This is an optimization exercise on Yosys and OpenROAD, whose aim is small area and a short achievable clock period, not a production implementation.
The RTL was checked by simulation tests, not by an equivalence proof against the original design.
Power figures rest on the tool's default switching activity, not on a simulated workload.

`flow/config.mk`:
```
export PLATFORM = sky130hd
export DESIGN_NAME = alu_top
export DESIGN_NICKNAME = alu_top
export VERILOG_FILES = /design/flow/design.v
export SDC_FILE = /design/flow/constraint.sdc
export NUM_CORES = 4
export LEC_CHECK = 0
export CAP_MARGIN = 20
export CORE_MARGIN = 2
export CORE_UTILIZATION = 40
export SETUP_SLACK_MARGIN = 2.3
export SLEW_MARGIN = 20
export SYNTH_HIERARCHICAL = 1
```
`flow/constraint.sdc`:
```
create_clock -name core_clock -period 4.0 [get_ports {clk}]
set_input_delay 0.8000 -clock core_clock [delete_from_list [all_inputs] [get_ports {clk}]]
set_output_delay 0.8000 -clock core_clock [all_outputs]
set_load 0.01 [all_outputs]
```
`flow/design.v`:
```
module c_inv (input logic a, output logic y);
    assign y = ~a;
endmodule
module c_nand2 (input logic a, input logic b, output logic y);
    assign y = ~(a & b);
endmodule
module c_nor2 (input logic a, input logic b, output logic y);
    assign y = ~(a | b);
endmodule
module c_nand3 (input logic a, input logic b, input logic c, output logic y);
    assign y = ~(a & b & c);
endmodule
module c_xor2 (input logic a, input logic b, output logic y);
    assign y = a ^ b;
endmodule
module c_xnor2 (input logic a, input logic b, output logic y);
    assign y = ~(a ^ b);
endmodule
module c_aoi222 (
        input logic a1, input logic a2, input logic b1, input logic b2,
        input logic c1, input logic c2, output logic y
    );
    assign y = ~((a1 & a2) | (b1 & b2) | (c1 & c2));
endmodule
module c_aoi32 (
        input logic a1, input logic a2, input logic a3, input logic b1, input logic b2,
        output logic y
    );
    assign y = ~((a1 & a2 & a3) | (b1 & b2));
endmodule
module c_merge_t (input logic g, input logic p, input logic gj, output logic gn);
    assign gn = ~(g | (p & gj));
endmodule
module c_merge_f (input logic gn, input logic pn, input logic gjn, output logic g);
    assign g = ~(gn & (pn | gjn));
endmodule
module c_mux2i (input logic a0, input logic a1, input logic s, output logic y);
    assign y = ~(s ? a1 : a0);
endmodule
module alu_dec (
        input  logic [2:0] func_code,
        input  logic [3:0] n,
        input  logic       carry_in,
        output logic       sub,
        output logic       rot,
        output logic       ya,
        output logic       ys,
        output logic       cn,
        output logic       ta,
        output logic       td,
        output logic       tb,
        output logic       tg,
        output logic       tn,
        output logic [3:1] s1,
        output logic [2:0] s2
    );
    wire arith = (func_code[2:1] == 2'b00);
    assign sub = (func_code == 6'd1);
    assign rot = (func_code[2:1] == 2'b01);
    assign ya  = (func_code == 6'd0);
    assign ys  = sub;
    assign cn  = ~((ya & carry_in) | (ys & ~carry_in));
    assign td  = (func_code == 6'd4);
    assign tg  = (func_code == 6'd5);
    assign tb  = (func_code == 6'd6);
    assign tn  = (func_code == 6'd7);
    wire       dir = func_code[0];
    wire [1:0] q = n[3:2];
    wire [1:0] nr = n[1:0];
    wire       nz = |nr;
    wire [1:0] r1 = {nr[1] ^ (dir & nr[0]), nr[0]};
    logic [1:0] q1;
    always_comb begin
        case ({dir, nz, q})
            4'b0001, 4'b0101: q1 = 2'd1;
            4'b0010, 4'b0110: q1 = 2'd2;
            4'b1001: q1 = 2'd2;
            4'b1010: q1 = 2'd1;
            4'b1100: q1 = 2'd2;
            4'b1101: q1 = 2'd1;
            default: q1 = 2'd0;
        endcase
    end
    wire rot_zero = (q == 2'd3) & nz;
    wire [3:0] s1a = rot ? (4'b0001 << r1) : 4'b0000;
    assign ta = arith | tb | s1a[0];
    assign s1 = s1a[3:1];
    assign s2 = (rot && !rot_zero) ? (3'b001 << q1) : 3'b000;
endmodule
module alu_y (input logic b, input logic ya, input logic ys, output logic y);
    assign y = (b & ya) | (~b & ys);
endmodule
module alu_ys (input logic b, input logic ya, input logic ys, input logic s, output logic y);
    assign y = (b & ya) | (~b & ys) | s;
endmodule
module alu_equ (input logic [11:0] d, output logic equ);
    assign equ = ~(|d);
endmodule
module alu_pre (
        input  logic [11:0] a_in,
        input  logic [11:0] b_in,
        input  logic        carry_in,
        input  logic [2:0]  func_code,
        output logic [11:0] x,
        output logic [11:0] y,
        output logic        cn,
        output logic        sub,
        output logic        rot,
        output logic        equ
    );
    wire ya, ys, ta, td, tb, tg, tn;
    wire [3:1] s1;
    wire [2:0] s2;
    alu_dec dec (
        .func_code(func_code), .n(b_in[3:0]), .carry_in(carry_in),
        .sub(sub), .rot(rot), .ya(ya), .ys(ys), .cn(cn),
        .ta(ta), .td(td), .tb(tb), .tg(tg), .tn(tn), .s1(s1), .s2(s2)
    );
    wire [11:0] an, d, ua, ub, uc;
    genvar i;
    generate
        for (i = 0; i < 12; i++) begin : bits
            c_inv ai (.a(a_in[i]), .y(an[i]));
            c_xor2 df (.a(a_in[i]), .b(b_in[i]), .y(d[i]));
            c_aoi222 xa (
                .a1(ta), .a2(a_in[i]), .b1(s1[1]), .b2(a_in[(i + 11) % 12]),
                .c1(s1[2]), .c2(a_in[(i + 10) % 12]), .y(ua[i])
            );
            c_aoi222 xb (
                .a1(s1[3]), .a2(a_in[(i + 9) % 12]), .b1(td), .b2(d[i]),
                .c1(tb), .c2(b_in[i]), .y(ub[i])
            );
            c_aoi32 xc (.a1(tg), .a2(a_in[i]), .a3(b_in[i]), .b1(tn), .b2(an[i]), .y(uc[i]));
            c_nand3 xo (.a(ua[i]), .b(ub[i]), .c(uc[i]), .y(x[i]));
            if (i >= 9 && i < 12) begin : ysel
                alu_ys yo (.b(b_in[i]), .ya(ya), .ys(ys), .s(s2[i - 9]), .y(y[i]));
            end else begin : yb
                alu_y yo (.b(b_in[i]), .ya(ya), .ys(ys), .y(y[i]));
            end
        end
    endgenerate
    alu_equ eq (.d(d), .equ(equ));
endmodule
module alu_carry (
        input  logic [11:0] gn,
        input  logic [11:0] pn,
        input  logic        cn,
        output logic [12:0] cy
    );
    wire gg1;
    c_merge_f u_gg1 (.gn(gn[0]), .pn(pn[0]), .gjn(cn), .g(gg1));
    wire gg2;
    c_merge_f u_gg2 (.gn(gn[2]), .pn(pn[2]), .gjn(gn[1]), .g(gg2));
    wire pp3;
    c_nor2 u_pp3 (.a(pn[2]), .b(pn[1]), .y(pp3));
    wire gg4;
    c_merge_f u_gg4 (.gn(gn[4]), .pn(pn[4]), .gjn(gn[3]), .g(gg4));
    wire pp5;
    c_nor2 u_pp5 (.a(pn[4]), .b(pn[3]), .y(pp5));
    wire gg6;
    c_merge_f u_gg6 (.gn(gn[6]), .pn(pn[6]), .gjn(gn[5]), .g(gg6));
    wire pp7;
    c_nor2 u_pp7 (.a(pn[6]), .b(pn[5]), .y(pp7));
    wire gg8;
    c_merge_f u_gg8 (.gn(gn[8]), .pn(pn[8]), .gjn(gn[7]), .g(gg8));
    wire pp9;
    c_nor2 u_pp9 (.a(pn[8]), .b(pn[7]), .y(pp9));
    wire gg10;
    c_merge_f u_gg10 (.gn(gn[10]), .pn(pn[10]), .gjn(gn[9]), .g(gg10));
    wire pp11;
    c_nor2 u_pp11 (.a(pn[10]), .b(pn[9]), .y(pp11));
    wire ni12;
    c_inv u_ni12 (.a(gg1), .y(ni12));
    wire gg13;
    c_merge_f u_gg13 (.gn(gn[1]), .pn(pn[1]), .gjn(ni12), .g(gg13));
    wire gg14;
    c_merge_t u_gg14 (.g(gg2), .p(pp3), .gj(gg1), .gn(gg14));
    wire ni15;
    c_inv u_ni15 (.a(gg4), .y(ni15));
    wire ni16;
    c_inv u_ni16 (.a(pp5), .y(ni16));
    wire gg17;
    c_merge_f u_gg17 (.gn(gn[5]), .pn(pn[5]), .gjn(ni15), .g(gg17));
    wire pp18;
    c_nor2 u_pp18 (.a(pn[5]), .b(ni16), .y(pp18));
    wire gg19;
    c_merge_t u_gg19 (.g(gg6), .p(pp7), .gj(gg4), .gn(gg19));
    wire pp20;
    c_nand2 u_pp20 (.a(pp7), .b(pp5), .y(pp20));
    wire ni21;
    c_inv u_ni21 (.a(gg8), .y(ni21));
    wire ni22;
    c_inv u_ni22 (.a(pp9), .y(ni22));
    wire gg23;
    c_merge_f u_gg23 (.gn(gn[9]), .pn(pn[9]), .gjn(ni21), .g(gg23));
    wire pp24;
    c_nor2 u_pp24 (.a(pn[9]), .b(ni22), .y(pp24));
    wire gg25;
    c_merge_t u_gg25 (.g(gg10), .p(pp11), .gj(gg8), .gn(gg25));
    wire pp26;
    c_nand2 u_pp26 (.a(pp11), .b(pp9), .y(pp26));
    wire gg27;
    c_merge_f u_gg27 (.gn(gn[3]), .pn(pn[3]), .gjn(gg14), .g(gg27));
    wire ni28;
    c_inv u_ni28 (.a(gg14), .y(ni28));
    wire gg29;
    c_merge_t u_gg29 (.g(gg4), .p(pp5), .gj(ni28), .gn(gg29));
    wire gg30;
    c_merge_t u_gg30 (.g(gg17), .p(pp18), .gj(ni28), .gn(gg30));
    wire gg31;
    c_merge_f u_gg31 (.gn(gg19), .pn(pp20), .gjn(gg14), .g(gg31));
    wire gg32;
    c_merge_f u_gg32 (.gn(gn[11]), .pn(pn[11]), .gjn(gg25), .g(gg32));
    wire pp33;
    c_nor2 u_pp33 (.a(pn[11]), .b(pp26), .y(pp33));
    wire ni34;
    c_inv u_ni34 (.a(gg31), .y(ni34));
    wire gg35;
    c_merge_f u_gg35 (.gn(gn[7]), .pn(pn[7]), .gjn(ni34), .g(gg35));
    wire gg36;
    c_merge_t u_gg36 (.g(gg8), .p(pp9), .gj(gg31), .gn(gg36));
    wire gg37;
    c_merge_t u_gg37 (.g(gg23), .p(pp24), .gj(gg31), .gn(gg37));
    wire gg38;
    c_merge_f u_gg38 (.gn(gg25), .pn(pp26), .gjn(ni34), .g(gg38));
    wire gg39;
    c_merge_t u_gg39 (.g(gg32), .p(pp33), .gj(gg31), .gn(gg39));
    assign cy[0] = cn;
    assign cy[1] = gg1;
    assign cy[2] = gg13;
    assign cy[3] = gg14;
    assign cy[4] = gg27;
    assign cy[5] = gg29;
    assign cy[6] = gg30;
    assign cy[7] = gg31;
    assign cy[8] = gg35;
    assign cy[9] = gg36;
    assign cy[10] = gg37;
    assign cy[11] = gg38;
    assign cy[12] = gg39;
endmodule
module alu_flags (
        input  logic c11,
        input  logic c12,
        input  logic sub,
        input  logic rot,
        output logic carry_out,
        output logic overflow_out
    );
    assign carry_out = ~rot & (c12 ^ sub);
    assign overflow_out = ~rot & (c11 ^ c12);
endmodule
module alu_post (
        input  logic [11:0] x,
        input  logic [11:0] y,
        input  logic        cn,
        input  logic        sub,
        input  logic        rot,
        output logic [11:0] s,
        output logic        carry_out,
        output logic        overflow_out
    );
    localparam logic [12:0] CY_INV = 13'b1011001101001;
    wire [11:0] pn, gn, sn, rn;
    wire [12:0] cy;
    genvar i;
    generate
        for (i = 0; i < 12; i++) begin : pg
            c_xnor2 hp (.a(x[i]), .b(y[i]), .y(pn[i]));
            c_nand2 hg (.a(x[i]), .b(y[i]), .y(gn[i]));
        end
    endgenerate
    alu_carry carries (.gn(gn), .pn(pn), .cn(cn), .cy(cy));
    c_xnor2 sm0 (.a(pn[0]), .b(cy[0]), .y(sn[0]));
    c_xor2 sm1 (.a(pn[1]), .b(cy[1]), .y(sn[1]));
    c_xor2 sm2 (.a(pn[2]), .b(cy[2]), .y(sn[2]));
    c_xnor2 sm3 (.a(pn[3]), .b(cy[3]), .y(sn[3]));
    c_xor2 sm4 (.a(pn[4]), .b(cy[4]), .y(sn[4]));
    c_xnor2 sm5 (.a(pn[5]), .b(cy[5]), .y(sn[5]));
    c_xnor2 sm6 (.a(pn[6]), .b(cy[6]), .y(sn[6]));
    c_xor2 sm7 (.a(pn[7]), .b(cy[7]), .y(sn[7]));
    c_xor2 sm8 (.a(pn[8]), .b(cy[8]), .y(sn[8]));
    c_xnor2 sm9 (.a(pn[9]), .b(cy[9]), .y(sn[9]));
    c_xnor2 sm10 (.a(pn[10]), .b(cy[10]), .y(sn[10]));
    c_xor2 sm11 (.a(pn[11]), .b(cy[11]), .y(sn[11]));
    generate
        for (i = 0; i < 12; i++) begin : outs
            c_aoi222 r2 (
                .a1(y[9]), .a2(x[i]), .b1(y[10]), .b2(x[(i + 8) % 12]),
                .c1(y[11]), .c2(x[(i + 4) % 12]), .y(rn[i])
            );
            c_mux2i o (.a0(sn[i]), .a1(rn[i]), .s(rot), .y(s[i]));
        end
    endgenerate
    alu_flags fl (
        .c11(cy[11]), .c12(~cy[12]), .sub(sub), .rot(rot),
        .carry_out(carry_out), .overflow_out(overflow_out)
    );
endmodule
module alu_top (
        input  logic        clk,
        input  logic [11:0] a_in,
        input  logic [11:0] b_in,
        input  logic        carry_in,
        input  logic [2:0]  func_code,
        output logic [11:0] a_out,
        output logic        carry_out,
        output logic        equ_out,
        output logic        overflow_out
    );
    wire  [11:0] x_d, y_d;
    wire         cn_d, sub_d, rot_d, equ_d;
    logic [11:0] x_q, y_q;
    logic        cn_q, sub_q, rot_q, equ_q;
    alu_pre pre (
        .a_in(a_in), .b_in(b_in), .carry_in(carry_in), .func_code(func_code),
        .x(x_d), .y(y_d), .cn(cn_d), .sub(sub_d), .rot(rot_d), .equ(equ_d)
    );
    always_ff @(posedge clk) begin
        x_q   <= x_d;
        y_q   <= y_d;
        cn_q  <= cn_d;
        sub_q <= sub_d;
        rot_q <= rot_d;
        equ_q <= equ_d;
    end
    wire [11:0] res;
    wire        res_carry, res_overflow;
    alu_post post (
        .x(x_q), .y(y_q), .cn(cn_q), .sub(sub_q), .rot(rot_q),
        .s(res), .carry_out(res_carry), .overflow_out(res_overflow)
    );
    always_ff @(posedge clk) begin
        a_out        <= res;
        carry_out    <= res_carry;
        equ_out      <= equ_q;
        overflow_out <= res_overflow;
    end
endmodule
```
`flow/flow/run.sh`:
```
#!/bin/bash
# Own layout flow: the standard ORFS flow (standard.sh) with the standard
# synthesis unchanged, and two changes to the layout steps:
#  - before floorplanning, flow/downsize.tcl removes synthesis's buffers and
#    sets each logic cell to its smallest size, for the repair steps to
#    upsize where timing needs it;
#  - the port buffers are plain buffers (BUF_CELL) instead of the delay
#    cells that buffer_ports picks by default.
# Each step's output goes to a log file in the work folder; ORFS's own logs
# stay under orfs/logs.
set -euo pipefail
HERE=$(cd "$(dirname "$0")" && pwd)
BUF_CELL=${BUF_CELL:-sky130_fd_sc_hd__buf_1}
bash standard.sh synth > synth.log 2>&1
bash standard.sh "PRE_FLOORPLAN_TCL=$HERE/downsize.tcl" \
  "BUFFER_PORTS_ARGS=-buffer_cell $BUF_CELL" finish > layout.log 2>&1
```
`flow/flow/downsize.tcl`:
```
# Before floorplanning: remove the buffers that synthesis inserted and set
# every combinational cell to the smallest library cell of the same function.
# The repair steps of the flow then buffer and upsize what the clock period
# needs. Registers keep their cells.
remove_buffers
set n_changed 0
foreach inst [[ord::get_db_block] getInsts] {
  set m [[$inst getMaster] getName]
  if {![regexp {^(sky130_fd_sc_hd__[a-z0-9]+)_([0-9]+)$} $m -> base drv]} { continue }
  if {[regexp {df|dl|sdf|edf|clk|conb|tap|fill|decap} $base]} { continue }
  set best ""
  set best_area 1e9
  foreach lc [get_lib_cells ${base}_*] {
    set name [get_name $lc]
    if {![regexp "^${base}_\[0-9\]+\$" $name]} { continue }
    if {[get_property $lc dont_use]} { continue }
    set a [get_property $lc area]
    if {$a < $best_area} { set best $name; set best_area $a }
  }
  if {$best ne "" && $best ne $m} {
    replace_cell [get_cells [$inst getName]] [get_lib_cells $best]
    incr n_changed
  }
}
puts "downsize: $n_changed cells changed"
```
`flow/standard.sh`:
```
#!/bin/bash
# synth_recipe.tcl (not shown) runs the flow's synth.tcl, then flattens the netlist and writes it again
# the make line also repeats each setting of config.mk as NAME=value (left out here)
make -C /OpenROAD-flow-scripts/flow DESIGN_CONFIG=/design/flow/config.mk WORK_HOME=/design/flow/orfs CLKGATE_MAP_FILE= SYNTH_SCRIPT=/design/flow/synth_recipe.tcl "${@:-finish}"
```
==> results by group, run 1 <==
Floorplan
  • Initial core utilization: 41.7%
  • Die area: 6860 sq um
  • Num ports: 44
  • Die X-Extent: 82.8 microns
  • Core Footprint: 5960 sq um
  • Die Ht: 82.8 microns
  • Row count: 28

Place
  • Post-DP HPWL: 4.88 mm
  • Final GP Congestion: 0.880
  • Cell Area, Placed: 2780 sq um
  • Port Buffers: 43

Yosys
  • Syn Area/Cell: 9.16 sq um
  • Synthesized instance count: 271
  • Synthesized net count: 300
  • Yosys warns: 8
  • Post-Syn Area: 2480 sq um

Routing
  • DRC viols: 0
  • Routed WL per cell: 18.6 microns
  • Vias: 2552
  • Post-DR vias/cell: 6.22
  • Post-Route WL: 7.63 mm
  • 1st-iter DRT viols: 305
  • First-pass DRT Iterations: 6
  • Final antenna-violating net count: 0

Cells and area
  • Final nets: 363
  • Layout area overhead: 36.2%
  • Fill count: 557
  • Final Cell Area: 3380 sq um
  • N_diodes: 0
  • Commonest non-fill, non-tap cells in the layout: a222oi_1, buf_1, dfxtp_1, inv_1, xor2_1
  • Share of layout cells above drive strength 1: 23.3%

Job
  • Maxcap violations: 0

Clock network
  • CTS H-Tree Depth: 2
  • CTS tree: built
  • Clock latency on the worst-skew pair: 300 ps
  • Clock Sinks: 43
  • Clock slew at reported path FFs: 80 ps
  • Max clock buf depth: 2
  • Cts-stage hold buffer count: 0
  • CTS Buf Count: 5
  • Root Buffer: clkbuf_8

Power
  • P_sw: 420 uW
  • Sequential power share: 44.8%
  • Logic gate share of total power: 30.9%
  • Power per Cell Area: 373 nW/um^2
  • Clock group share of total power: 24.3%
  • Internal power: 841 uW
  • Peak supply drop: 0.188 mV
  • Switch share: 33.3%
  • Leakage Power: 0.00128 uW

GRT
  • Antenna violations before repair: 0
  • Gr usage total: 22.2%
  • First-pass GRT wire length: 11.3 mm
  • Largest net degree at the start of global routing: 16
  • Grt total ovfl: 0
  • Vias in the first global route: 2202

STA
  • Crit share post-route: 43.0%
  • Final setup violation count: 0
  • Hold slack final: 332 ps
  • Slew @ Worst Pin: 790 ps
  • Fin crit period: 1720 ps
  • Final Hold Violating Endpoints: 0
  • Fin Clk Skew: 5.87 ps
  • Slew Limit Fails: 0
  • Rel. slew slack: 47.2%
  • RSZ-0062 raised after global routing: true
  • Maximum clock rate: 581 MHz
  • Setup TNS Final: 0 ps

Setup path
  • Endpoint class of the critical path: flop
  • Worst-path fanout max: 5
  • WS Path Type: reg2reg
  • WP data required: 4150 ps
  • Crit start category: flop
  • Worst Path Arrival: 1880 ps

Hold path
  • Worst min path class: reg2reg

Run status
  • Status: no timing/DRC/antenna violations
power groups by stage:
stage / logic [uW] / registers (uW) / clock network, uW
4_1_cts: 333 / 554 / 315
6_report: 389 / 565 / 306
5_1_grt: 423 / 577 / 335
3_3_place_gp: 301 / 555 / 0
3_5_place_dp: 304 / 556 / 0
2_1_floorplan: 187 / 563 / 0
what timing repair did:
| item | CTS | global route |
|---|---|---|
| gates resized for setup | 49 | 47 |
| gates cloned | 1 | 1 |
| pin swaps | 10 | 23 |
| setup endpoints to repair | 35 | 21 |
| setup buffers | 3 | 8 |
area by class of cell:
| cell class | instances | area (sq um) | share of cell area [%] |
|---|---|---|---|
| timing repair buffer | 54 | 335 | 9.91 |
| multi-input combinational | 209 | 1880 | 55.6 |
| inverter | 21 | 81.3 | 2.40 |
| tap | 75 | 93.8 | 2.77 |
| clock buffer | 8 | 100 | 2.96 |
| sequential | 43 | 892 | 26.4 |
routing by layer:
layer	up-vias	GRT usage, %	wire length [microns]
li1	1206	-	-
met1	1193	30.2	3080
met2	135	34.4	3730
met3	18	4.11	596
met4	0	9.51	220
met5	-	0	0
flip-flops by register name, indices dropped and copies added (netlist names):
| name | cells |
|---|---|
| y_q | 12 |
| equ_out | 1 |
| cn_q | 1 |
| overflow_out | 1 |
| carry_out | 1 |
| sub_q | 1 |
| x_q | 12 |
| equ_q | 1 |
| rot_q | 1 |
| a_out | 12 |
final timing paths:
check	from	to	slack, ps	cells after the start
max	x_q[3]	a_out[9]	2280	8
min	equ_q	equ_out	330	0
max reg2reg	x_q[3]	a_out[9]	2280	8
min reg2reg	equ_q	equ_out	330	0
metrics by stage:
| step | utilization [%] | power [uW] | std cells | worst slack, ps |
|---|---|---|---|---|
| finish | 56.8 | 1260 | 410 | 2280 |
| global route | 56.8 | 1330 | 410 | 2200 |
| CTS | 51.7 | 1200 | 401 | 2270 |
| detailed placement | 46.7 | 860 | 389 | 1370 |
| global placement | 46.7 | 857 | 389 | 1530 |
| floorplan | - | 749 | 271 | 2290 |
worst max-delay path, cell delays in order (launching register included):
cell and delay, ps:
dfxtp_2 360, xnor2_1 160, nor2_1 200, nand2_1 120
o21ai_4 210, buf_4 170, a21oi_1 70, xnor2_1 190
mux2i_1 90
==> run 2, diff against run 1 <==
--- a/flow/config.mk
+++ b/flow/config.mk
@@ -9,5 +9,5 @@
 export CORE_MARGIN = 2
 export CORE_UTILIZATION = 40
-export SETUP_SLACK_MARGIN = 2.3
+export SETUP_SLACK_MARGIN = 2.1
 export SLEW_MARGIN = 20
 export SYNTH_HIERARCHICAL = 1
==> run 2 against run 1 <==
Compared with the run above: die area unchanged; clock-buffer cell count decreased by 3; area after synthesis unchanged; critical path depth decreased by 1; power decreased by 4.5%; critical endpoint is now x_q[9]; cell count decreased by 2.7%; critical path type is now in2reg; combinational power decreased by 15%; non-clock buffer count decreased by 8; via count decreased by 4.1%; cell area decreased by 10%.
==> results by group, run 2 <==
Run status
  • Status: no timing/DRC/antenna violations

Setup path
  • Register-to-Register Path Depth: 9 (+1)
  • Largest delay share family, worst path: simple AND/OR/NAND/NOR gates
  • WP data required: 4220 ps (+70 ps)
  • Critical-path cell list: clkbuf_4 > nand2b_4 > inv_1 > nand2_1 > nor2_2 > a222oi_1 > nand3_1
  • Worst Path Arrival: 2080 ps (+200 ps)
  • Critical Path Max Stage Delay: 420 ps (+60 ps)
  • CP max stage cell: nor2_2
  • WP buf/inv: 2 (+1)
  • Endpoint class of the critical path: flop
  • Crit start category: primary input
  • Worst R2R End: carry_out
  • WS Path Type: in2reg
  • Reg2reg start: x_q[2]
  • Worst-path fanout max: 12 (+7)
  • FF-to-FF setup slack: 2200 ps (-80 ps)
  • CP startpoint: func_code[2]

GRT
  • Gr usage total: 20.2% (-2.0 points)
  • Vias in the first global route: 2055 (-6.7%)
  • Largest net degree at the start of global routing: 16 (unchanged)
  • Antenna violations before repair: 0 (unchanged)
  • Grt total ovfl: 0 (unchanged)
  • First-pass GRT wire length: 10.5 mm (-6.9%)

Floorplan
  • Num ports: 44 (unchanged)
  • Die Ht: 82.8 microns (unchanged)
  • Die area: 6860 sq um (unchanged)
  • Die X-Extent: 82.8 microns (unchanged)
  • Core Footprint: 5960 sq um (unchanged)
  • Initial core utilization: 41.7% (unchanged)
  • Row count: 28 (unchanged)

Power
  • Switch share: 31.8% (-1.6 points)
  • Logic gate share of total power: 27.4% (-3.5 points)
  • Peak supply drop: 0.215 mV (+14%)
  • Sequential power share: 45.7% (+0.9 points)
  • P_sw: 382 uW (-9.0%)
  • Internal power: 821 uW (-2.3%)
  • Power per Cell Area: 397 nW/um^2 (+6.5%)
  • Clock group share of total power: 26.9% (+2.6 points)
  • Leakage Power: 0.00116 uW (-9.4%)

Hold path
  • Hold path endpoint: equ_out
  • Worst hold stages: 0 (unchanged)
  • Worst hold path startpoint: equ_q
  • Worst min path class: reg2reg

Clock network
  • Clock Sinks: 43 (unchanged)
  • Max clock buf depth: 2 (unchanged)
  • Cts-stage hold buffer count: 0 (unchanged)
  • CTS tree: built
  • Root Buffer: clkbuf_8
  • CTS H-Tree Depth: 2 (unchanged)
  • CTS Buf Count: 5 (unchanged)
  • Clock slew at reported path FFs: 70 ps (about the same)
  • Clock latency on the worst-skew pair: 290 ps (about the same)

Routing
  • 1st-iter DRT viols: 345 (+13%)
  • Routed WL per cell: 17.0 microns (-8.6%)
  • Post-Route WL: 6.78 mm (-11%)
  • First-pass DRT Iterations: 7 (+1)
  • Final antenna-violating net count: 0 (unchanged)
  • Post-DR vias/cell: 6.13 (-1.5%)
  • Vias: 2447 (-4.1%)
  • DRC viols: 0 (unchanged)

STA
  • Final setup violation count: 0 (unchanged)
  • Setup TNS Final: 0 ps (unchanged)
  • Slew @ Worst Pin: 796 ps (+5.82 ps)
  • PnR worst setup slack: 2140 ps (-138 ps)
  • Fin Clk Skew: 3.04 ps (-2.83 ps)
  • Rel. slew slack: 46.9% (-0.39 points)
  • Crit share post-route: 46.5% (+3.4 points)
  • RSZ-0062 raised after global routing: false
  • Maximum clock rate: 538 MHz (-7.4%)
  • Final Hold Violating Endpoints: 0 (unchanged)
  • Fin crit period: 1860 ps (+138 ps)
  • Slew Limit Fails: 0 (unchanged)

Cells and area
  • N_diodes: 0 (unchanged)
  • Share of layout cells above drive strength 1: 13.3% (-10 points)
  • Post-Layout Cell Count: 399 (-2.7%)
  • Fill count: 570 (+2.3%)
  • Final nets: 353 (-2.8%)
  • Top flop regs: a_out x12, x_q x12, y_q x12
  • Layout area overhead: 22.1%
  • Final Cell Area: 3030 sq um (-10%)
  • Commonest non-fill, non-tap cells in the layout: dfxtp_1, buf_1, a222oi_1, inv_1, xor2_1
  • Final Core Density: 50.9% (-5.9 points)

Yosys
  • Yosys warns: 8 (unchanged)
  • Synthesized net count: 300 (unchanged)
  • Syn Area/Cell: 9.16 sq um (unchanged)
  • Post-Syn Area: 2480 sq um (unchanged)
  • Synthesized instance count: 271 (unchanged)

Place
  • Final GP Congestion: 0.968 (+10%)
  • Post-DP HPWL: 4.80 mm (-1.8%)
  • Port Buffers: 43 (unchanged)
  • Placed instance count: 390 (+0.26%)
  • Pre-CTS setup slack: 1470 ps (+96.2 ps)
  • Cell Area, Placed: 2760 sq um (-0.76%)

Job
  • Maxcap violations: 0 (unchanged)
run 2: layout make-up:
cell class | count | area (sq um) | area share [%]
clock buffer | 5 | 68.8 | 2.27
clock inverter | 2 | 37.5 | 1.24
inverter | 21 | 78.8 | 2.60
multi-input combinational | 207 | 1690 | 55.6
sequential | 43 | 870 | 28.7
tap | 75 | 93.8 | 3.09
timing repair buffer | 46 | 198 | 6.52
run 2: worst reg2reg max path: cells and delay by family, from the launching register on:
family / cells / cell delay, ps
compound gates: 4 / 590
flops: 1 / 460
xor+xnor: 2 / 320
buf+inv: 2 / 240
simple gates: 1 / 50
run 2: how the worst max path moves through the flow:
stage | end | cells past startpoint | slack, ps
floorplan | a_out[11] | 8 | 2080
global placement | x_q[6] | 5 | 1460
detailed placement | y_q[9] | 4 | 1470
CTS | carry_out | 9 | 2110
global route | carry_out | 9 | 2090
finish | x_q[9] | 7 | 2140
run 2: timing repair:
action / CTS / global route
resized for setup: 19 / 24
pin swaps: 1 / 4
setup buffers: 1 / 1
endpoints found under the setup margin: 32 / 17
run 2: metal layers:
| metal | part of all wire [%] | routed length, microns | track usage [%] | vias to the layer above |
|---|---|---|---|---|
| met5 | 0 | 0 | 0 | - |
| met3 | 7.4 | 505 | 2.60 | 8 |
| met1 | 45 | 3020 | 27.8 | 1126 |
| li1 | - | - | - | 1179 |
| met2 | 46 | 3140 | 32.8 | 134 |
| met4 | 1.6 | 108 | 6.39 | 0 |
run 2: power by group through the flow:
stage               clock (uW)  combinational (uW)  sequential (uW)
floorplan                    0                 184              563
finish                     324                 330              550
detailed placement           0                 302              553
global route               344                 365              560
global placement             0                 300              552
CTS                        334                 313              543
run 2: metrics by stage:
step | hold WS [ps] | power [uW]
finish | 331 | 1200
global route | 348 | 1270
CTS | 332 | 1190
detailed placement | 313 | 856
global placement | 310 | 852
floorplan | 310 | 747
==> run 3, diff against run 2 <==
--- a/flow/design.v
+++ b/flow/design.v
@@ -38,36 +38,39 @@
     assign y = ~(s ? a1 : a0);
 endmodule
-module alu_dec (
+module d_and3nnp (input logic a, input logic b, input logic c, output logic y);
+    assign y = ~a & ~b & c;
+endmodule
+module d_and3npp (input logic a, input logic b, input logic c, output logic y);
+    assign y = ~a & b & c;
+endmodule
+module d_and3 (input logic a, input logic b, input logic c, output logic y);
+    assign y = a & b & c;
+endmodule
+module d_nor3 (input logic a, input logic b, input logic c, output logic y);
+    assign y = ~(a | b | c);
+endmodule
+module d_and4nnpp (input logic a, input logic b, input logic c, input logic d, output logic y);
+    assign y = ~a & ~b & c & d;
+endmodule
+module d_and4nppp (input logic a, input logic b, input logic c, input logic d, output logic y);
+    assign y = ~a & b & c & d;
+endmodule
+module d_ta (input logic [2:0] f, input logic n1, input logic n0, output logic y);
+    assign y = (~f[2] & ~f[1]) | (f[2] & f[1] & ~f[0]) | (~f[2] & f[1] & ~n1 & ~n0);
+endmodule
+module d_misc (
         input  logic [2:0] func_code,
         input  logic [3:0] n,
         input  logic       carry_in,
-        output logic       sub,
-        output logic       rot,
-        output logic       ya,
-        output logic       ys,
         output logic       cn,
-        output logic       ta,
-        output logic       td,
-        output logic       tb,
-        output logic       tg,
-        output logic       tn,
-        output logic [3:1] s1,
         output logic [2:0] s2
     );
-    wire arith = (func_code[2:1] == 2'b00);
-    assign sub = (func_code == 6'd1);
-    assign rot = (func_code[2:1] == 2'b01);
-    assign ya  = (func_code == 6'd0);
-    assign ys  = sub;
-    assign cn  = ~((ya & carry_in) | (ys & ~carry_in));
-    assign td  = (func_code == 6'd4);
-    assign tg  = (func_code == 6'd5);
-    assign tb  = (func_code == 6'd6);
-    assign tn  = (func_code == 6'd7);
+    wire ya = (func_code == 6'd0);
+    wire ys = (func_code == 6'd1);
+    assign cn = ~((ya & carry_in) | (ys & ~carry_in));
+    wire       rot = (func_code[2:1] == 2'b01);
     wire       dir = func_code[0];
     wire [1:0] q = n[3:2];
-    wire [1:0] nr = n[1:0];
-    wire       nz = |nr;
-    wire [1:0] r1 = {nr[1] ^ (dir & nr[0]), nr[0]};
+    wire       nz = |n[1:0];
     logic [1:0] q1;
     always_comb begin
@@ -83,9 +86,40 @@
     end
     wire rot_zero = (q == 2'd3) & nz;
-    wire [3:0] s1a = rot ? (4'b0001 << r1) : 4'b0000;
-    assign ta = arith | tb | s1a[0];
-    assign s1 = s1a[3:1];
     assign s2 = (rot && !rot_zero) ? (3'b001 << q1) : 3'b000;
 endmodule
+module alu_dec (
+        input  logic [2:0] func_code,
+        input  logic [3:0] n,
+        input  logic       carry_in,
+        output logic       sub,
+        output logic       rot,
+        output logic       ya,
+        output logic       ys,
+        output logic       cn,
+        output logic       ta,
+        output logic       td,
+        output logic       tb,
+        output logic       tg,
+        output logic       tn,
+        output logic [3:1] s1,
+        output logic [2:0] s2
+    );
+    wire [2:0] f = func_code;
+    d_nor3     dya (.a(f[2]), .b(f[1]), .c(f[0]), .y(ya));
+    d_and3nnp  dys (.a(f[2]), .b(f[1]), .c(f[0]), .y(ys));
+    d_and3nnp  dtd (.a(f[1]), .b(f[0]), .c(f[2]), .y(td));
+    d_and3npp  dtg (.a(f[1]), .b(f[2]), .c(f[0]), .y(tg));
+    d_and3npp  dtb (.a(f[0]), .b(f[2]), .c(f[1]), .y(tb));
+    d_and3     dtn (.a(f[2]), .b(f[1]), .c(f[0]), .y(tn));
+    d_ta       dta (.f(f), .n1(n[1]), .n0(n[0]), .y(ta));
+    wire e;
+    c_xor2     dex (.a(n[1]), .b(f[0]), .y(e));
+    d_and4nnpp ds1 (.a(f[2]), .b(e), .c(f[1]), .d(n[0]), .y(s1[1]));
+    d_and4nnpp ds2 (.a(f[2]), .b(n[0]), .c(f[1]), .d(n[1]), .y(s1[2]));
+    d_and4nppp ds3 (.a(f[2]), .b(f[1]), .c(n[0]), .d(e), .y(s1[3]));
+    assign sub = ys;
+    assign rot = ~f[2] & f[1];
+    d_misc     dmi (.func_code(f), .n(n), .carry_in(carry_in), .cn(cn), .s2(s2));
+endmodule
 module alu_y (input logic b, input logic ya, input logic ys, output logic y);
     assign y = (b & ya) | (~b & ys);
--- a/flow/config.mk
+++ b/flow/config.mk
@@ -9,5 +9,5 @@
 export CORE_MARGIN = 2
 export CORE_UTILIZATION = 40
-export SETUP_SLACK_MARGIN = 2.1
+export SETUP_SLACK_MARGIN = 2.3
 export SLEW_MARGIN = 20
 export SYNTH_HIERARCHICAL = 1
==> run 3 against run 2 <==
Compared with the run above: critical path type unchanged; critical path depth decreased by 2; clock-buffer cell count unchanged; non-clock buffer count increased by 10; largest power group unchanged; still clean on timing, DRC and antenna; sequential share of layout area decreased by 2.5 points; area after synthesis increased by 1.9%; cell count increased by 3.8%; synthesized cell count increased by 0.74%; clock skew increased by 9.8 ps; wire length increased by 12%; combinational power increased by 25%; first-iteration DRC count increased by 15%; highest routed layer unchanged.
==> results by group, run 3 <==
Place
  • Port Buffers: 43 (unchanged)
  • Post-DP HPWL: 4.79 mm (-0.10%)
  • Final GP Congestion: 0.920 (-5.0%)

GRT
  • Antenna violations before repair: 0 (unchanged)
  • Grt total ovfl: 0 (unchanged)
  • Largest net degree at the start of global routing: 17 (+1)
  • Vias in the first global route: 2287 (+11%)
  • Gr usage total: 20.2% (about the same)
  • First-pass GRT wire length: 11.6 mm (+10%)

STA
  • RSZ-0062 raised after global routing: true
  • Slew @ Worst Pin: 793 ps (-2.66 ps)
  • Rel. slew slack: 47.0% (+0.18 points)
  • Slew Limit Fails: 0 (unchanged)
  • Maximum clock rate: 580 MHz (+7.9%)
  • Fin crit period: 1720 ps (-136 ps)
  • Fin Clk Skew: 12.9 ps (+9.85 ps)
  • Setup TNS Final: 0 ps (unchanged)
  • Final setup violation count: 0 (unchanged)
  • Crit share post-route: 43.1% (-3.4 points)
  • Final Hold Violating Endpoints: 0 (unchanged)

Setup path
  • Endpoint class of the critical path: flop
  • WS Path Type: in2reg
  • Register-to-Register Path Depth: 8 (-1)
  • Worst Path Arrival: 1900 ps (-180 ps)
  • Worst R2R End: a_out[10]
  • Reg2reg start: x_q[2]
  • FF-to-FF setup slack: 2360 ps (+160 ps)
  • Worst-path fanout max: 6 (-6)
  • Crit start category: primary input
  • WP data required: 4170 ps (-50 ps)

Routing
  • Vias: 2595 (+6.0%)
  • First-pass DRT Iterations: 8 (+1)
  • DRC viols: 0 (unchanged)
  • Final antenna-violating net count: 0 (unchanged)
  • Routed WL per cell: 18.3 microns (+7.8%)
  • 1st-iter DRT viols: 398 (+15%)
  • Post-Route WL: 7.59 mm (+12%)
  • Post-DR vias/cell: 6.27 (+2.2%)

Clock network
  • CTS H-Tree Depth: 2 (unchanged)
  • Clock latency on the worst-skew pair: 310 ps (+20 ps)
  • Clock Sinks: 43 (unchanged)
  • Root Buffer: clkbuf_8
  • Max clock buf depth: 2 (unchanged)
  • CTS Buf Count: 5 (unchanged)
  • CTS tree: built
  • Clock slew at reported path FFs: 90 ps (+20 ps)

Floorplan
  • Die Ht: 83.5 microns (+0.89%)
  • Num ports: 44 (unchanged)
  • Die X-Extent: 83.5 microns (+0.89%)
  • Die area: 6980 sq um (+1.8%)
  • Core Footprint: 6030 sq um (+1.2%)
  • Initial core utilization: 42.0% (+0.28 points)
  • Row count: 28 (unchanged)

Hold path
  • Hold path endpoint: equ_out
  • Worst min path class: reg2reg
  • Worst hold path startpoint: equ_q
  • Worst hold stages: 0 (unchanged)

Power
  • Internal power: 822 uW (about the same)
  • Switch share: 35.3% (+3.5 points)
  • Clock group share of total power: 23.2% (-3.7 points)
  • Peak supply drop: 0.153 mV (-29%)
  • P_sw: 448 uW (+17%)
  • Logic gate share of total power: 32.3% (+4.9 points)
  • Leakage Power: 0.00130 uW (+12%)
  • Power per Cell Area: 371 nW/um^2 (-6.5%)
  • Sequential power share: 44.5% (-1.2 points)

Yosys
  • Post-Syn Area: 2530 sq um (+1.9%)
  • Synthesized instance count: 273 (+0.74%)
  • Syn Area/Cell: 9.27 sq um (+1.1%)
  • Yosys warns: 8 (unchanged)
  • Synthesized net count: 302 (+0.67%)

Cells and area
  • Share of layout cells above drive strength 1: 25.7% (+12 points)
  • Fill count: 572 (+0.35%)
  • Layout area overhead: 35.3%
  • Final Core Density: 56.8% (+5.9 points)
  • Top flop regs: a_out x12, x_q x12, y_q x12
  • N_diodes: 0 (unchanged)
  • Commonest non-fill, non-tap cell in the layout: buf_1
  • Commonest non-fill, non-tap cells in the layout: buf_1, a222oi_1, dfxtp_1, inv_1, xor2_1
  • Final nets: 367 (+4.0%)

Run status
  • Status: no timing/DRC/antenna violations

Job
  • Maxcap violations: 0 (unchanged)
-- run 3: worst max-delay path: stages --
cell and delay, ps:
buf_12 110, xor2_4 180, and4b_1 280, a222oi_1 390, nand3_1 130
-- run 3: cell type report --
type / instances / area [sq um] / share of cell area, %
repair buffers: 56 / 312 / 9.10
clock inverters: 3 / 26.3 / 0.768
well taps: 75 / 93.8 / 2.74
inverters: 21 / 78.8 / 2.30
flip-flops and latches: 43 / 896 / 26.2
clock buffers: 5 / 68.8 / 2.01
multi-input cells: 211 / 1950 / 56.9
-- run 3: metal layers --
| layer | vias to the layer above | GRT usage, % | wire length (microns) |
|---|---|---|---|
| met5 | - | 0 | 0 |
| met4 | 0 | 6.74 | 170 |
| met3 | 14 | 2.97 | 560 |
| met2 | 146 | 34.3 | 3790 |
| met1 | 1213 | 26.3 | 3070 |
| li1 | 1222 | - | - |
-- run 3: worst max-delay path by stage --
stage	start	to	slack, ps	cells after the start
5_1_grt	y_q[0]	a_out[8]	2230	8
3_5_place_dp	func_code[0]	y_q[9]	1470	4
4_1_cts	x_q[0]	a_out[11]	2270	8
3_3_place_gp	func_code[0]	y_q[10]	1460	4
6_report	b_in[1]	x_q[4]	2280	5
2_1_floorplan	func_code[0]	x_q[0]	2250	4
-- run 3: power by group through the flow --
stage | Sequential (uW) | Clock (uW) | Combinational (uW)
3_5_place_dp | 555 | 0 | 310
5_1_grt | 574 | 325 | 444
4_1_cts | 551 | 300 | 347
6_report | 565 | 294 | 411
2_1_floorplan | 564 | 0 | 190
3_3_place_gp | 553 | 0 | 307
-- run 3: through the flow --
stage | hold slack (ps) | setup WS (ps) | area (sq um) | instances | power [uW]
6_report | 341 | 2280 | 3420 | 414 | 1270
3_5_place_dp | 324 | 1470 | 2800 | 391 | 866
2_1_floorplan | 310 | 2250 | 2550 | 273 | 754
3_3_place_gp | 311 | 1460 | 2800 | 391 | 860
5_1_grt | 351 | 2230 | 3420 | 414 | 1340
4_1_cts | 347 | 2270 | 3140 | 407 | 1200
-- run 3: what timing repair did --
item,CTS,global route
gates resized for setup,47,54
gates cloned,1,1
endpoints found under the setup margin,35,22
hold buffers,0,0
pin swaps,5,23
endpoints found under the hold margin,0,0
setup buffers,7,6
==> run 4, diff against run 3 <==
--- a/flow/config.mk
+++ b/flow/config.mk
@@ -9,5 +9,5 @@
 export CORE_MARGIN = 2
 export CORE_UTILIZATION = 40
-export SETUP_SLACK_MARGIN = 2.3
+export SETUP_SLACK_MARGIN = 2.2
 export SLEW_MARGIN = 20
 export SYNTH_HIERARCHICAL = 1
==> run 4 against run 3 <==
Compared with the run above: flip-flop and latch count is the same; largest power group unchanged; die area is the same; clock power is essentially flat; critical path type unchanged; area after synthesis is the same; synthesized cell count is the same; first-iteration DRC count shrank 20%; fmax shrank 2.3%; critical path depth is the same; wire length shrank 5.7%.
==> results by group, run 4 <==
Floorplan
  • Initial core utilization: 42.0% (unchanged)
  • Row count: 28 (unchanged)
  • Die X-Extent: 83.5 microns (unchanged)
  • Die Ht: 83.5 microns (unchanged)
  • Num ports: 44 (unchanged)
  • Die area: 6980 sq um (unchanged)
  • Core Footprint: 6030 sq um (unchanged)

Setup path
  • WP data required: 4160 ps (about the same)
  • WP buf/inv: 1 (unchanged)
  • Critical-path cell list: buf_4 > nand2b_4 > a2bb2oi_4 > a222oi_1 > nand3_1
  • FF-to-FF setup slack: 2350 ps (about the same)
  • Crit start category: primary input
  • Worst-path fanout max: 17 (+11)
  • Endpoint class of the critical path: flop
  • CP max stage cell: a222oi_1
  • Largest delay share family, worst path: compound AO/OA/AOI/OAI gates
  • Critical Path Max Stage Delay: 410 ps (+20 ps)
  • Worst Path Arrival: 1920 ps (+20 ps)
  • WS Path Type: in2reg

Power
  • P_sw: 412 uW (-8.0%)
  • Leakage Power: 0.00122 uW (-5.7%)
  • Power per Cell Area: 375 nW/um^2 (+1.2%)
  • Internal power: 813 uW (-1.1%)
  • Switch share: 33.7% (-1.6 points)
  • Peak supply drop: 0.166 mV (+8.2%)
  • Sequential power share: 46.0% (+1.5 points)
  • Clock group share of total power: 23.7% (+0.5 points)
  • Logic gate share of total power: 30.3% (-2.0 points)

Cells and area
  • Commonest non-fill, non-tap cells in the layout: buf_1, a222oi_1, dfxtp_1, inv_1, xor2_1
  • Top flop regs: a_out x12, x_q x12, y_q x12
  • Layout area overhead: 29.0%
  • Post-Layout Cell Count: 406 (-1.9%)
  • Final Core Density: 54.2% (-2.6 points)
  • Final nets: 359 (-2.2%)
  • Share of layout cells above drive strength 1: 19.0% (-6.6 points)
  • Commonest non-fill, non-tap cell in the layout: buf_1
  • N_diodes: 0 (unchanged)

Clock network
  • Clock latency on the worst-skew pair: 290 ps (-20 ps)
  • Max clock buf depth: 2 (unchanged)
  • CTS tree: built
  • Clock slew at reported path FFs: 80 ps (about the same)
  • Root Buffer: clkbuf_8
  • CTS H-Tree Depth: 2 (unchanged)
  • Clock Sinks: 43 (unchanged)
  • CTS Buf Count: 5 (unchanged)

STA
  • Slew @ Worst Pin: 746 ps (-47.0 ps)
  • Rel. slew slack: 50.2% (+3.1 points)
  • Setup TNS Final: 0 ps (unchanged)
  • RSZ-0062 raised after global routing: true
  • Fin Clk Skew: 3.84 ps (-9.05 ps)
  • Crit share post-route: 44.1% (+1.0 points)
  • Fin crit period: 1760 ps (+40.8 ps)
  • Hold slack final: 331 ps (-9.33 ps)
  • Final Hold Violating Endpoints: 0 (unchanged)
  • Slew Limit Fails: 0 (unchanged)
  • PnR worst setup slack: 2240 ps (-40.8 ps)
  • Maximum clock rate: 567 MHz (-2.3%)
  • Final setup violation count: 0 (unchanged)

Routing
  • Post-DR vias/cell: 6.25 (-0.31%)
  • DRC viols: 0 (unchanged)
  • 1st-iter DRT viols: 318 (-20%)
  • Final antenna-violating net count: 0 (unchanged)
  • Vias: 2537 (-2.2%)
  • Post-Route WL: 7.15 mm (-5.7%)
  • First-pass DRT Iterations: 12 (+4)
  • Routed WL per cell: 17.6 microns (-3.9%)

GRT
  • GRT met2 Usage: 30.9% (-3.4 points)
  • Vias in the first global route: 2118 (-7.4%)
  • Grt total ovfl: 0 (unchanged)
  • Largest net degree at the start of global routing: 16 (-1)
  • GRT met3 Usage: 2.18% (-0.79 points)
  • First-pass GRT wire length: 11.1 mm (-4.2%)
  • Gr busiest metal: met2
  • Gr usage total: 19.5% (-0.69 points)
  • Antenna violations before repair: 0 (unchanged)
  • Met1 Use GR: 27.9% (+1.5 points)

Place
  • Final GP Congestion: 0.932 (+1.4%)
  • Pre-CTS setup slack: 1450 ps (-14.9 ps)
  • Post-DP HPWL: 4.76 mm (-0.69%)
  • Port Buffers: 43 (unchanged)
  • Placed instance count: 391 (unchanged)

Job
  • Maxcap violations: 0 (unchanged)

Yosys
  • Synthesized instance count: 273 (unchanged)
  • Post-Syn Area: 2530 sq um (unchanged)
  • Synthesized net count: 302 (unchanged)
  • Yosys warns: 8 (unchanged)
  • Syn Area/Cell: 9.27 sq um (unchanged)

Run status
  • Status: no timing/DRC/antenna violations

Hold path
  • Worst min path class: reg2reg
[run 4: final timing paths]
path	from	depth (start not counted)	to
max reg2reg	x_q[0]	8	a_out[11]
min	equ_q	0	equ_out
min reg2reg	equ_q	0	equ_out
max	func_code[2]	5	x_q[10]
[run 4: what timing repair did]
action,4_1_cts,5_1_grt
pin swaps,2,15
endpoints found under the setup margin,33,19
gates resized for setup,20,59
gates cloned,0,2
hold buffers,0,0
buffers inserted,2,3
[run 4: area by class of cell]
type	count	area, sq um
Clock buffer	6	82.6
Clock inverter	2	16.3
Fill cell	601	2760
Inverter	21	78.8
Multi-Input combinational cell	211	1870
Sequential cell	43	892
Tap cell	75	93.8
Timing Repair Buffer	48	226
[run 4: metal layers]
layer  vias up  routed length (microns)
met4         0                      133
met1      1167                     3070
li1       1209                        -
met2       142                     3390
met5         -                        0
met3        19                      556
[run 4: power by group through the flow]
| stage | logic [uW] | clock network [uW] | registers, uW |
|---|---|---|---|
| detailed placement | 309 | 0 | 555 |
| CTS | 322 | 300 | 546 |
| global placement | 308 | 0 | 553 |
| floorplan | 190 | 0 | 564 |
| global route | 409 | 323 | 573 |
| finish | 371 | 291 | 563 |
[run 4: through the flow]
step	cell area [sq um]	power, uW
6_report	3260	1230
5_1_grt	3260	1300
4_1_cts	2970	1170
3_5_place_dp	2800	864
3_3_place_gp	2800	861
2_1_floorplan	2540	754
==> run 5, diff against run 4 <==
--- a/flow/config.mk
+++ b/flow/config.mk
@@ -9,5 +9,5 @@
 export CORE_MARGIN = 2
 export CORE_UTILIZATION = 40
-export SETUP_SLACK_MARGIN = 2.2
+export SETUP_SLACK_MARGIN = 2.1
 export SLEW_MARGIN = 20
 export SYNTH_HIERARCHICAL = 1
==> run 5 against run 4 <==
Compared with the run above: combinational power down 12%; area after synthesis unchanged; critical path depth is the same; sequential share of layout area increased by 1.4 points; core utilization decreased by 3.9 points; highest routed layer unchanged; sequential power is 2% lower; critical path type unchanged; clock skew down 0.51 ps; critical endpoint is now x_q[5]; non-clock buffer count decreased by 2; cell area fell by 7.2%.
==> results by group, run 5 <==
STA
  • Slew @ Worst Pin: 748 ps (+1.15 ps)
  • RSZ-0062 raised after global routing: true
  • Fin Clk Skew: 3.33 ps (-0.514 ps)
  • Final Hold Violating Endpoints: 0 (unchanged)
  • Crit share post-route: 46.0% (+1.9 points)
  • Setup TNS Final: 0 ps (unchanged)
  • Maximum clock rate: 543 MHz (-4.2%)
  • Slew Limit Fails: 0 (unchanged)
  • Fin crit period: 1840 ps (+76.4 ps)
  • Hold slack final: 331 ps (-0.458 ps)
  • Final setup violation count: 0 (unchanged)
  • Rel. slew slack: 50.1% (-0.077 points)

Cells and area
  • Fill count: 607 (+1.0%)
  • Final Cell Area: 3030 sq um (-7.2%)
  • Top flop regs: a_out x12, x_q x12, y_q x12
  • Commonest non-fill, non-tap cells in the layout: buf_1, a222oi_1, dfxtp_1, inv_1, xor2_1
  • Commonest non-fill, non-tap cell in the layout: buf_1
  • N_diodes: 0 (unchanged)
  • Final nets: 355 (-1.1%)
  • Layout area overhead: 19.6%
  • Share of layout cells above drive strength 1: 10.4% (-8.6 points)

Power
  • Internal power: 888 uW (+9.2%)
  • Switch share: 29.9% (-3.7 points)
  • Clock group share of total power: 30.9% (+7.2 points)
  • Power per Cell Area: 419 nW/um^2 (+11%)
  • Sequential power share: 43.4% (-2.6 points)
  • Total Power: 1270 uW (+3.4%)
  • Logic gate share of total power: 25.7% (-4.6 points)
  • Leakage Power: 0.00116 uW (-5.0%)
  • P_sw: 379 uW (-8.1%)
  • Peak supply drop: 0.160 mV (-3.2%)

Place
  • Post-DP HPWL: 4.95 mm (+3.9%)
  • Port Buffers: 43 (unchanged)
  • Final GP Congestion: 0.910 (-2.4%)
  • Cell Area, Placed: 2810 sq um (+0.22%)

Routing
  • 1st-iter DRT viols: 308 (-3.1%)
  • Post-DR vias/cell: 6.13 (-1.9%)
  • Metal2 WL: 3.23 mm (-4.7%)
  • Met3 wire length: 577 microns (+3.8%)
  • First-pass DRT Iterations: 7 (-5)
  • Post-Route M1 WL: 2.90 mm (-5.5%)
  • DRC viols: 0 (unchanged)
  • Vias: 2464 (-2.9%)
  • Final antenna-violating net count: 0 (unchanged)
  • Routed WL per cell: 16.9 microns (-3.9%)
  • Top Metal Used: met4
  • Post-Route WL: 6.80 mm (-4.8%)

Setup path
  • Endpoint class of the critical path: flop
  • WS Path Type: in2reg
  • Crit start category: primary input
  • Worst-path fanout max: 12 (-5)
  • Worst Path Arrival: 2010 ps (+90 ps)
  • WP data required: 4170 ps (about the same)

Run status
  • Status: no timing/DRC/antenna violations

GRT
  • Gr usage total: 19.0% (-0.51 points)
  • First-pass GRT wire length: 11.0 mm (-1.4%)
  • Vias in the first global route: 2230 (+5.3%)
  • Grt total ovfl: 0 (unchanged)
  • Antenna violations before repair: 0 (unchanged)
  • Largest net degree at the start of global routing: 16 (unchanged)

Floorplan
  • Die area: 6980 sq um (unchanged)
  • Row count: 28 (unchanged)
  • Die X-Extent: 83.5 microns (unchanged)
  • Core Footprint: 6030 sq um (unchanged)
  • Num ports: 44 (unchanged)
  • Initial core utilization: 42.0% (unchanged)
  • Die Ht: 83.5 microns (unchanged)

Yosys
  • Synthesized instance count: 273 (unchanged)
  • Post-Syn Area: 2530 sq um (unchanged)
  • Yosys warns: 8 (unchanged)
  • Syn Area/Cell: 9.27 sq um (unchanged)
  • Synthesized net count: 302 (unchanged)

Clock network
  • CTS Buf Count: 5 (unchanged)
  • Root Buffer: clkbuf_8
  • CTS tree: built
  • Clock Sinks: 43 (unchanged)
  • Cts-stage hold buffer count: 0 (unchanged)
  • Clock latency on the worst-skew pair: 290 ps (about the same)
  • Clock slew at reported path FFs: 80 ps (about the same)
  • Max clock buf depth: 2 (unchanged)
  • CTS H-Tree Depth: 2 (unchanged)

Hold path
  • Worst min path class: reg2reg

Job
  • Maxcap violations: 0 (unchanged)
-- run 5: layer usage --
layer  vias to the layer above  global-route usage, %
li1                       1194                      -
met1                      1125                   24.9
met2                       135                   31.6
met3                        10                   3.46
met4                         0                   6.30
met5                         -                      0
-- run 5: cell type report --
type | instances | area (sq um) | share of cell area, %
clock buffers | 6 | 72.6 | 2.40
repair buffers | 46 | 193 | 6.37
inverters | 21 | 78.8 | 2.60
flip-flops and latches | 43 | 870 | 28.7
well taps | 75 | 93.8 | 3.10
clock inverters | 2 | 60.1 | 1.98
multi-input cells | 209 | 1660 | 54.8
-- run 5: final timing paths --
kind / startpoint / to / slack, ps / cells after the start
worst max register to register: x_q[2] / a_out[11] / 2180 / 8
worst min-delay path: equ_q / equ_out / 330 / 0
worst min register to register: equ_q / equ_out / 330 / 0
worst max-delay path: b_in[1] / x_q[5] / 2160 / 5
-- run 5: timing repair --
action	CTS	global route
setup buffers	1	1
pin swaps	1	2
resized for setup	9	18
setup endpoints to repair	21	17
endpoints found under the hold margin	0	0
-- run 5: per-stage QoR --
step	utilization (%)	setup slack [ps]	cells
after global placement	46.4	1360	392
final	50.2	2160	402
after global routing	50.2	2070	402
after detailed placement	46.6	1370	392
after floorplan	-	2160	273
after CTS	49.2	2100	401
-- run 5: critical path, cell delays in order --
cell      delay [ps]
buf_2            190
xor2_1           200
and4bb_2         350
a222oi_1         340
nand3_1          120
-- run 5: power groups by stage --
stage | Sequential [uW] | Clock (uW) | Combinational (uW)
CTS | 546 | 401 | 316
finish | 550 | 391 | 325
global route | 560 | 418 | 361
global placement | 554 | 0 | 305
detailed placement | 556 | 0 | 310
floorplan | 564 | 0 | 189
==> run 6, diff against run 5 <==
--- a/flow/config.mk
+++ b/flow/config.mk
@@ -9,5 +9,5 @@
 export CORE_MARGIN = 2
 export CORE_UTILIZATION = 40
-export SETUP_SLACK_MARGIN = 2.1
+export SETUP_SLACK_MARGIN = 1.9
 export SLEW_MARGIN = 20
 export SYNTH_HIERARCHICAL = 1
==> run 6 against run 5 <==
Compared with the run above: still clean on timing, DRC and antenna; global-route usage is 0.64 points higher; area after synthesis stayed put; clock skew is 4.3 ps higher; critical path type unchanged.
==> results by group, run 6 <==
Run status
  • Status: no timing/DRC/antenna violations

Setup path
  • Worst-path fanout max: 15 (+3)
  • Crit start category: primary input
  • Reg2reg start: x_q[2]
  • WS Path Type: in2reg
  • Endpoint class of the critical path: flop
  • CP startpoint: func_code[1]
  • WP data required: 4160 ps (about the same)
  • Worst Path Arrival: 2140 ps (+130 ps)

Cells and area
  • Final nets: 357 (+0.56%)
  • Final Core Density: 48.7% (-1.5 points)
  • Post-Layout Cell Count: 403 (+0.25%)
  • Multi-input logic area: 1610 sq um (-2.8%)
  • Layout area overhead: 16.1%
  • Share of layout cells above drive strength 1: 6.10% (-4.3 points)
  • Top flop regs: a_out x12, x_q x12, y_q x12
  • N_diodes: 0 (unchanged)
  • Commonest non-fill, non-tap cells in the layout: dfxtp_1, buf_1, a222oi_1, inv_1, xnor2_1
  • Storage element area: 861 sq um (-1.0%)
  • Fill count: 592 (-2.5%)
  • Commonest non-fill, non-tap cell in the layout: dfxtp_1

STA
  • RSZ-0062 raised after global routing: false
  • Fin crit period: 1980 ps (+142 ps)
  • Slew @ Worst Pin: 777 ps (+29.6 ps)
  • Final Hold Violating Endpoints: 0 (unchanged)
  • Setup TNS Final: 0 ps (unchanged)
  • Fin Clk Skew: 7.64 ps (+4.31 ps)
  • Rel. slew slack: 48.1% (-2.0 points)
  • Final setup violation count: 0 (unchanged)
  • Slew Limit Fails: 0 (unchanged)
  • Maximum clock rate: 504 MHz (-7.2%)
  • Crit share post-route: 49.6% (+3.6 points)

Yosys
  • Synthesized instance count: 273 (unchanged)
  • Synthesized net count: 302 (unchanged)
  • Syn Area/Cell: 9.27 sq um (unchanged)
  • Yosys warns: 8 (unchanged)
  • Post-Syn Area: 2530 sq um (unchanged)

Routing
  • First-pass DRT Iterations: 8 (+1)
  • Vias: 2424 (-1.6%)
  • DRC viols: 0 (unchanged)
  • Final antenna-violating net count: 0 (unchanged)
  • 1st-iter DRT viols: 345 (+12%)
  • Post-DR vias/cell: 6.01 (-1.9%)
  • Post-Route WL: 6.83 mm (+0.32%)
  • Routed WL per cell: 16.9 microns (about the same)

Clock network
  • CTS H-Tree Depth: 2 (unchanged)
  • Clock latency on the worst-skew pair: 290 ps (about the same)
  • Clock Sinks: 43 (unchanged)
  • Cts-stage hold buffer count: 0 (unchanged)
  • Root Buffer: clkbuf_8
  • Max clock buf depth: 2 (unchanged)
  • CTS Buf Count: 5 (unchanged)
  • Clock slew at reported path FFs: 80 ps (about the same)
  • CTS tree: built

Place
  • Placed instance count: 393 (+0.26%)
  • Port Buffers: 43 (unchanged)
  • Final GP Congestion: 0.879 (-3.4%)
  • Post-DP HPWL: 4.86 mm (-1.7%)

GRT
  • Antenna violations before repair: 0 (unchanged)
  • Gr busiest metal: met2
  • Grt total ovfl: 0 (unchanged)
  • Met1 Use GR: 27.9% (+3.0 points)
  • First-pass GRT wire length: 11.3 mm (+3.3%)
  • Gr usage total: 19.6% (+0.64 points)
  • Vias in the first global route: 2186 (-2.0%)
  • GRT met2 Usage: 30.9% (-0.73 points)
  • Largest net degree at the start of global routing: 16 (unchanged)
  • GRT met3 Usage: 2.27% (-1.2 points)

Floorplan
  • Die Ht: 83.5 microns (unchanged)
  • Core Footprint: 6030 sq um (unchanged)
  • Row count: 28 (unchanged)
  • Initial core utilization: 42.0% (unchanged)
  • Num ports: 44 (unchanged)
  • Die X-Extent: 83.5 microns (unchanged)
  • Die area: 6980 sq um (unchanged)

Power
  • Peak supply drop: 0.138 mV (-14%)
  • Leakage Power: 0.00113 uW (-2.8%)
  • Power per Cell Area: 390 nW/um^2 (-6.9%)

Hold path
  • Worst hold path startpoint: equ_q
  • Worst min path class: reg2reg

Job
  • Maxcap violations: 0 (unchanged)
==> run 6: cell types whose count changed in the layout (fill, tap and decap cells not counted), sizes merged <==
cell | before | now
buf | 44 | 46
bufinv | 2 | 0
clkinv | 0 | 1
==> run 6: worst max-delay path, cell delays in order <==
cell and delay, ps:
buf_1 400, nand2b_1 140, a2bb2oi_2 260, a222oi_1 390, nand3_1 140
==> run 6: routing by layer <==
metal | vias up | wire [microns] | share of wire [%]
met3 | 8 | 429 | 6.3
met2 | 107 | 3200 | 47
li1 | 1190 | - | -
met5 | - | 0 | 0
met4 | 0 | 82 | 1.2
met1 | 1119 | 3120 | 46
==> run 6: stage by stage <==
step                hold slack [ps]  cell area (sq um)  setup slack [ps]  power (uW)
global route                    357               2940              1880        1220
detailed placement              331               2810              1390         865
floorplan                       310               2530              2020         752
global placement                312               2800              1390         860
finish                          349               2940              2020        1140
CTS                             350               2900              1930        1140
==> run 6: repair_timing <==
action | CTS | global route
endpoints found under the setup margin | 18 | 17
cloned | 0 | 0
pin swaps | 0 | 1
resized for setup | 5 | 4
hold endpoints to repair | 0 | 0
buffers inserted | 0 | 3
==> run 6: area by class of cell <==
class | instances | area share, %
Sequential cell | 43 | 29.3
Inverter | 21 | 2.68
Tap cell | 75 | 3.20
Timing Repair Buffer | 48 | 6.90
Multi-Input combinational cell | 209 | 54.9
Clock inverter | 1 | 0.170
Clock buffer | 6 | 2.81
==> run 6: final timing paths <==
| path | endpoint | slack (ps) | cells past startpoint |
|---|---|---|---|
| worst max register to register | a_out[11] | 2120 | 8 |
| worst max-delay path | x_q[0] | 2020 | 5 |
| worst min-delay path | equ_out | 350 | 0 |
| worst min register to register | equ_out | 350 | 0 |
==> run 6: where the power goes <==
group | switching (uW) | leakage, uW | internal [uW]
logic | 181 | 0.000724 | 138
registers | 52.9 | 0.000358 | 493
clock network | 143 | 0.0000470 | 136
==> run 7, diff against run 6 <==
--- a/flow/config.mk
+++ b/flow/config.mk
@@ -9,5 +9,5 @@
 export CORE_MARGIN = 2
 export CORE_UTILIZATION = 40
-export SETUP_SLACK_MARGIN = 1.9
+export SETUP_SLACK_MARGIN = 2.0
 export SLEW_MARGIN = 20
 export SYNTH_HIERARCHICAL = 1
==> run 7 against run 6 <==
Compared with the run above: still clean; global-route usage hardly changed; fmax is 7.0% higher; clock-buffer cell count stayed put; worst hold slack worse by 2.3 ps; combinational power hardly changed; cell area stayed put; die area stayed put; sequential power hardly changed; largest cell class unchanged.
==> results by group, run 7 <==
GRT
  • First-pass GRT wire length: 11.3 mm (+0.12%)
  • Antenna violations before repair: 0 (unchanged)
  • Gr usage total: 19.7% (+0.021 points)
  • Largest net degree at the start of global routing: 16 (unchanged)
  • Vias in the first global route: 2183 (-0.14%)
  • Grt total ovfl: 0 (unchanged)

Yosys
  • Synthesized instance count: 273 (unchanged)
  • Syn Area/Cell: 9.27 sq um (unchanged)
  • Synthesized net count: 302 (unchanged)
  • Yosys warns: 8 (unchanged)
  • Post-Syn Area: 2530 sq um (unchanged)

STA
  • Slew Limit Fails: 0 (unchanged)
  • Final Hold Violating Endpoints: 0 (unchanged)
  • Rel. slew slack: 48.7% (+0.60 points)
  • RSZ-0062 raised after global routing: true
  • Maximum clock rate: 540 MHz (+7.0%)
  • Fin Clk Skew: 7.23 ps (-0.403 ps)
  • Fin crit period: 1850 ps (-130 ps)
  • Final setup violation count: 0 (unchanged)
  • Setup TNS Final: 0 ps (unchanged)
  • PnR worst setup slack: 2150 ps (+130 ps)
  • Slew @ Worst Pin: 768 ps (-9.04 ps)
  • Crit share post-route: 46.3% (-3.3 points)

Clock network
  • Cts-stage hold buffer count: 0 (unchanged)
  • Clock latency on the worst-skew pair: 290 ps (about the same)
  • CTS H-Tree Depth: 2 (unchanged)
  • Clock slew at reported path FFs: 80 ps (about the same)
  • Root Buffer: clkbuf_8
  • Max clock buf depth: 2 (unchanged)
  • Clock Sinks: 43 (unchanged)
  • CTS Buf Count: 5 (unchanged)
  • CTS tree: built

Power
  • Peak supply drop: 0.139 mV (+0.37%)
  • Leakage Power: 0.00112 uW (-0.62%)
  • Power per Cell Area: 390 nW/um^2 (+0.10%)

Floorplan
  • Core Footprint: 6030 sq um (unchanged)
  • Row count: 28 (unchanged)
  • Num ports: 44 (unchanged)
  • Die X-Extent: 83.5 microns (unchanged)
  • Die area: 6980 sq um (unchanged)
  • Die Ht: 83.5 microns (unchanged)
  • Initial core utilization: 42.0% (unchanged)

Run status
  • Status: no timing/DRC/antenna violations

Setup path
  • Worst-path fanout max: 15 (unchanged)
  • Worst R2R End: a_out[11]
  • Register-to-Register Path Depth: 8 (unchanged)
  • FF-to-FF setup slack: 2190 ps (+70 ps)
  • WS Path Type: in2reg
  • Crit start category: primary input
  • Endpoint class of the critical path: flop
  • WP data required: 4160 ps (about the same)
  • Reg2reg start: x_q[1]
  • CP startpoint: func_code[0]
  • Worst Path Arrival: 2010 ps (-130 ps)
  • CP endpoint: x_q[0]

Cells and area
  • Final nets: 355 (-0.56%)
  • Top flop regs: a_out x12, x_q x12, y_q x12
  • Layout area overhead: 16.1% (unchanged)
  • Commonest non-fill, non-tap cells in the layout: dfxtp_1, buf_1, a222oi_1, inv_1, xnor2_1
  • N_diodes: 0 (unchanged)
  • Share of layout cells above drive strength 1: 7.67% (+1.6 points)
  • Commonest non-fill, non-tap cell in the layout: dfxtp_1

Routing
  • Final antenna-violating net count: 0 (unchanged)
  • Vias: 2444 (+0.83%)
  • Post-Route WL: 6.81 mm (-0.18%)
  • DRC viols: 0 (unchanged)
  • Post-DR vias/cell: 6.09 (+1.3%)
  • First-pass DRT Iterations: 7 (-1)
  • Routed WL per cell: 17.0 microns (+0.32%)
  • 1st-iter DRT viols: 329 (-4.6%)

Hold path
  • Worst min path class: reg2reg

Job
  • Maxcap violations: 0 (unchanged)

Place
  • Final GP Congestion: 0.879 (unchanged)
  • Pre-CTS setup slack: 1390 ps (unchanged)
  • Port Buffers: 43 (unchanged)
  • Post-DP HPWL: 4.86 mm (unchanged)
-- run 7: cell count changes in the layout (fill, tap and decap cells not counted), moves of 2 or more --
cell     previous run  this run
o21ai_0            13        11
buf_1              40        38
buf_4               5         3
dfxtp_2             0         3
dfxtp_1            43        40
o21ai_1             1         3
-- run 7: area by class of cell --
class                      instances  area, sq um
clock buffer                       6         82.6
sequential                        43          865
tap                               75         93.8
timing repair buffer              46          190
clock inverter                     1         5.00
fill                             592         3090
inverter                          21         78.8
multi-input combinational        209         1620
-- run 7: through the flow --
stage | instances | instance area, sq um | power [uW] | hold WS (ps) | utilization, %
2_1_floorplan | 273 | 2530 | 752 | 310 | -
4_1_cts | 401 | 2920 | 1150 | 350 | 48.4
6_report | 401 | 2940 | 1150 | 347 | 48.7
3_5_place_dp | 393 | 2810 | 865 | 331 | 46.6
3_3_place_gp | 393 | 2800 | 860 | 312 | 46.5
5_1_grt | 401 | 2940 | 1220 | 357 | 48.7
-- run 7: metal layers --
layer  vias up  track usage (%)  share of wire (%)
met4         0             6.74                1.2
met3         8             2.27                6.9
li1       1187                -                  -
met5         -                0                  0
met2       123             30.9                 47
met1      1126             27.9                 45
-- run 7: repair_timing --
action / in CTS / in global routing
endpoints found under the hold margin: 0 / 0
pin swaps: 1 / 1
resized for setup: 7 / 12
setup buffers: 1 / 0
endpoints found under the setup margin: 18 / 19
gates cloned: 0 / 0
-- run 7: worst max-delay path: stages --
cell	delay (ps)
buf_2	230
xor2_1	190
and4bb_2	350
a222oi_1	290
nand3_1	140
-- run 7: worst min path at each step --
stage               to  depth (start not counted)  slack (ps)  start
3_5_place_dp   equ_out                          0         330  equ_q
2_1_floorplan  equ_out                          0         310  equ_q
5_1_grt        equ_out                          0         360  equ_q
3_3_place_gp   equ_out                          0         310  equ_q
4_1_cts        equ_out                          0         350  equ_q
6_report       equ_out                          0         350  equ_q
-- run 7: where the power goes --
group / total, uW / switching [uW] / internal [uW]
Combinational: 318 / 181 / 137
Sequential: 547 / 52.7 / 494
Clock: 280 / 145 / 136

Setup slack of run 7, layout unchanged: 2.148 ns with ideal ports, 2.151 ns with driving cells assumed (clock clkbuf_16, inputs buf_2), 1.838 ns with port delays also shifted by the 0.314 ns mid clock arrival.
